From an optimization exercise on the open Yosys and OpenROAD flow, aimed at small area, a short achievable clock period and few clock cycles; shortcuts taken in it are not production practice.
In this exercise RTL edits were held to simulation tests only and were not proved equivalent to the original.

run 1:
Design jt900h_alu, start of the top module:
module jt900h_alu(
    input             rst,
    input             clk,
    input             cen,
    input      [31:0] op0,       
    input      [31:0] op1,       
    input      [31:0] op2,       
    input             bs,ws,qs,
    input             div_sign,       
    input             div,
    output            div_busy,
    input       [4:0] alu_sel,
    input       [2:0] cx_sel,
    input             nin, hin, cin, zin,
    output            s,z,p,c,v,
    output            h,
    output     [31:0] rslt
);
localparam [4:0]
    NOP_ALU  = 5'd0,
    ADD_ALU  = 5'd1,
    SUB_ALU  = 5'd2,
    DAA_ALU  = 5'd3,
    BAND_ALU = 5'd4,
    BOR_ALU  = 5'd5,
    BXOR_ALU = 5'd6,
    BSET_ALU = 5'd7,
    AND_ALU  = 5'd8,
    OR_ALU   = 5'd9,
    XOR_ALU  = 5'd10,
    CPL_ALU  = 5'd11,
    MUL_ALU  = 5'd12,
    MULS_ALU = 5'd13,
    SH4_ALU  = 5'd14,
    DIV_ALU  = 5'd15,
    SHL_ALU  = 5'd16,
    SHR_ALU  = 5'd17,
    RRD_ALU  = 5'd18,
    RLD_ALU  = 5'd19,
    MIRR_ALU = 5'd20,
  ...
==> flow/config.mk <==
export PLATFORM = sky130hd
export DESIGN_NAME = jt900h_alu
export DESIGN_NICKNAME = jt900h_alu
export VERILOG_FILES = /design/flow/design.v
export SDC_FILE = /design/flow/constraint.sdc
export NUM_CORES = 4
export LEC_CHECK = 0
export CAP_MARGIN = 20
export CORE_MARGIN = 2
export CORE_UTILIZATION = 55
export PLACE_DENSITY = 0.7
export SETUP_SLACK_MARGIN = 4
export SLEW_MARGIN = 20
==> flow/constraint.sdc <==
create_clock -name core_clock -period 17.0 [get_ports {clk}]
set_input_delay 3.4000 -clock core_clock [delete_from_list [all_inputs] [get_ports {clk}]]
set_output_delay 3.4000 -clock core_clock [all_outputs]
set_load 0.01 [all_outputs]
standard.sh (not shown) runs the stock make flow with config.mk's settings and CLKGATE_MAP_FILE= SYNTH_SCRIPT=/design/flow/synth_recipe.tcl, a recipe that flattens the netlist after the stock synthesis.
==> flow/flow/run.sh <==
#!/bin/bash
# The standard layout, with plain buf_1 cells as the port buffers instead
# of the delay buffers buffer_ports picks by default. Every other step is the
# standard one. make's output goes to std_flow.log; ORFS keeps each step's log
# under orfs/logs.
set -euo pipefail
export BUFFER_PORTS_ARGS="-buffer_cell sky130_fd_sc_hd__buf_1"
bash standard.sh finish > std_flow.log 2>&1
Testbench counts of run 1, summed over its fixed seeds: cycles 34,238.
What run 2 does differently from run 1 at the input level:
-- flow/config.mk --
<<< run 1, line 10
export CORE_UTILIZATION = 55
export PLACE_DENSITY = 0.7
export SETUP_SLACK_MARGIN = 4
>>> run 2, line 10
export CORE_UTILIZATION = 40
export PLACE_DENSITY = 0.55
export SETUP_SLACK_MARGIN = 3.5
## What came out
Per the comparison of run 2 with run 1, fraction of standard cell area in multi-input logic grew by 0.80 points, total length of routed met2 wires saw an increase.
Inputs modified between run 2 and run 3:
-- flow/config.mk --
<<< run 2, line 8
export CAP_MARGIN = 20
>>> run 3, line 8
export CAP_MARGIN = 5
<<< run 2, line 10
export CORE_UTILIZATION = 40
export PLACE_DENSITY = 0.55
export SETUP_SLACK_MARGIN = 3.5
export SLEW_MARGIN = 20
>>> run 3, line 10
export CORE_UTILIZATION = 55
export PLACE_DENSITY = 0.7
export SETUP_SLACK_MARGIN = 4
export SLEW_MARGIN = 5
### Flow results
- When run 3 is set beside run 2, its die footprint turns out to be about 27% smaller.
- Against run 2, run 3 comes in 12 points higher on fraction of met2 tracks used by global routing.
- The share of the clock period used by the worst path in run 3 sits 2.9 points below the value recorded for run 2.
- The startpoint of the worst setup timing path comes out ws in one run and op1[9] in the other, namely in run 3 and run 2 respectively.
- | worst path setup slack after routing | lower: run 2 |
- Re maximum frequency: run 2 was lower than run 3.
- Re fraction of final layout cells with drive strength greater than 1: run 2 was lower than run 3.

---

build 5:
jt900h_alu again, from the RTL that the note above started with.
Settings: LEC_CHECK=0, CAP_MARGIN=20, CORE_MARGIN=2, CORE_UTILIZATION=55, PLACE_DENSITY=0.7, SETUP_SLACK_MARGIN=4, SLEW_MARGIN=20; clock period 17.0 ns.
run.sh (not shown) runs the stock make flow with config.mk's settings and CLKGATE_MAP_FILE= SYNTH_SCRIPT=/design/flow/synth_recipe.tcl, a recipe that flattens the netlist after the stock synthesis.
Stock flow here: none of the scripts above is used.
Testbench counts of build 5, summed over its fixed seeds: cycles 34,238.
Input changes introduced in build 86 (baseline for comparison: build 5):
# build 5
export LEC_CHECK = 0
export CAP_MARGIN = 20
export CORE_MARGIN = 2
export CORE_UTILIZATION = 55
export PLACE_DENSITY = 0.7
export SETUP_SLACK_MARGIN = 4
export SLEW_MARGIN = 20
create_clock -name core_clock -period 17.0 [get_ports {clk}]
# build 86
export LEC_CHECK = 0
export CAP_MARGIN = 20
export CORE_MARGIN = 2
export CORE_UTILIZATION = 35
export PLACE_DENSITY = 0.5
export SETUP_SLACK_MARGIN = 4
export SLEW_MARGIN = 20
create_clock -name core_clock -period 17.0 [get_ports {clk}]
==> flow/flow/run.sh (new file) <==
#!/bin/bash
# The standard layout, with plain buf_1 cells as the port buffers instead
# of the delay buffers buffer_ports picks by default. Every other step is the
# standard one. make's output goes to std_flow.log; ORFS keeps each step's log
# under orfs/logs.
set -euo pipefail
export BUFFER_PORTS_ARGS="-buffer_cell sky130_fd_sc_hd__buf_1"
bash standard.sh finish > std_flow.log 2>&1
==> flow/standard.sh (new file) <==
#!/bin/bash
# synth_recipe.tcl (not shown) runs the flow's synth.tcl, then flattens the netlist and writes it again
# the make line also repeats each setting of config.mk as NAME=value (left out here)
make -C /OpenROAD-flow-scripts/flow DESIGN_CONFIG=/design/flow/config.mk WORK_HOME=/design/flow/orfs CLKGATE_MAP_FILE= SYNTH_SCRIPT=/design/flow/synth_recipe.tcl "${@:-finish}"
removed: flow/run.sh
Findings:
The uppermost signal routing layer after detailed routing comes out met4 in one run and met5 in the other, namely in build 86 and build 5 respectively. Relative to build 5, setup slack increased by 0.15 ns in build 86. Build 86 vs build 5: initial antenna violation count up in build 86. Build 86: multi-input combinational cell area is 1.5% lower than what build 5 reported. Build 86 vs build 5, die span in x went up by 52 um.
Input changes introduced in build 61 (baseline for comparison: build 86):
# build 86
export LEC_CHECK = 0
export CAP_MARGIN = 20
export CORE_MARGIN = 2
export CORE_UTILIZATION = 35
export PLACE_DENSITY = 0.5
export SETUP_SLACK_MARGIN = 4
export SLEW_MARGIN = 20
create_clock -name core_clock -period 17.0 [get_ports {clk}]
# build 61
export LEC_CHECK = 0
export CAP_MARGIN = 20
export CORE_MARGIN = 2
export CORE_UTILIZATION = 45
export PLACE_DENSITY = 0.6
export SETUP_SLACK_MARGIN = 4
export SLEW_MARGIN = 20
create_clock -name core_clock -period 17.0 [get_ports {clk}]
Results
As far as number of sequential storage elements goes, build 61 and build 86 are indistinguishable; the numbers are identical. Lower fmax was reported by build 61, not build 86. The lower via count of build 61 and build 86 is in build 86. Build 61 against build 86: latest clock arrival within the worst-skew pair stayed essentially flat, share of the clock period used by the worst path after layout went up 0.93 points.
Changes in build 85 relative to build 61:
# build 61
export LEC_CHECK = 0
export CAP_MARGIN = 20
export CORE_MARGIN = 2
export CORE_UTILIZATION = 45
export PLACE_DENSITY = 0.6
export SETUP_SLACK_MARGIN = 4
export SLEW_MARGIN = 20
create_clock -name core_clock -period 17.0 [get_ports {clk}]
# build 85
export LEC_CHECK = 0
export CAP_MARGIN = 20
export CORE_MARGIN = 2
export CORE_UTILIZATION = 55
export PLACE_DENSITY = 0.7
export SETUP_SLACK_MARGIN = 3.5
export SLEW_MARGIN = 20
create_clock -name core_clock -period 17.0 [get_ports {clk}]
==> notes.md <==
Build 61 finished every step from synthesis to the final layout, and the layout passed the timing, DRC and antenna checks.
Build 85: flow completed, timing, DRC and antenna clean
For non-clock buffer count, dividing the value from build 85 by the value from build 61 gives 0.944.
Layout-stage area growth over the synthesis result ended up 3.3 points lower on build 85 than on build 61.
Vias: build 85 above build 61
Width of the die: build 85 vs build 61 down 9.4%
Taking build 61 as the reference, in build 85 final period utilization grew by 1.9 points; instance count after placement with tap cells included shrank by about 3.6%; die height shrank by 22 um.
Build 85 has less setup slack than build 61.
On worst slack at placement, build 61 tracks build 85 almost exactly.
Side by side, final wirelength turned out lower in build 85 than in build 61.

## afterwards: timing with drivers on the ports
In the flow no input, the clock included, has a driving cell. The finished layouts below were timed again as built, in two steps.
Step 1, drivers: a clkbuf_16 drives clk and a buf_2 each remaining input, both assumed.
Step 2, shift: input delay + t, output delay - t, t = (earliest + latest rising clock arrival at the registers) / 2. This alone moves slack from input paths to output paths.
Three values: ideal ports, drivers, drivers and shift; two values: the first two.
run	t, ns	setup slack, ns	clock arrival spread, ns	worst register clock-pin slew, ns
run 1	0.342	4.086 / 4.039 / 4.039	0.012 / 0.011	0.08 / 0.08
run 2	0.351	3.656 / 3.627 / 3.627	0.007 / 0.007	0.08 / 0.08
run 3	0.343	4.153 / 4.126 / 4.126	0.014 / 0.014	0.08 / 0.08
build 5	0.342	4.030 / 4.002 / 4.002	0.014 / 0.014	0.08 / 0.08
build 86	0.346	4.185 / 4.159 / 4.159	0.007 / 0.007	0.08 / 0.08
build 61	0.349	4.026 / 4.002 / 4.002	0.009 / 0.009	0.08 / 0.08
build 85	0.340	3.710 / 3.682 / 3.682	0.008 / 0.009	0.08 / 0.08
After both steps setup and hold are still met in every run listed. For run 1, which loses most, drivers alone change the setup slack by -0.047 ns; drivers and shift together by -0.047 ns.
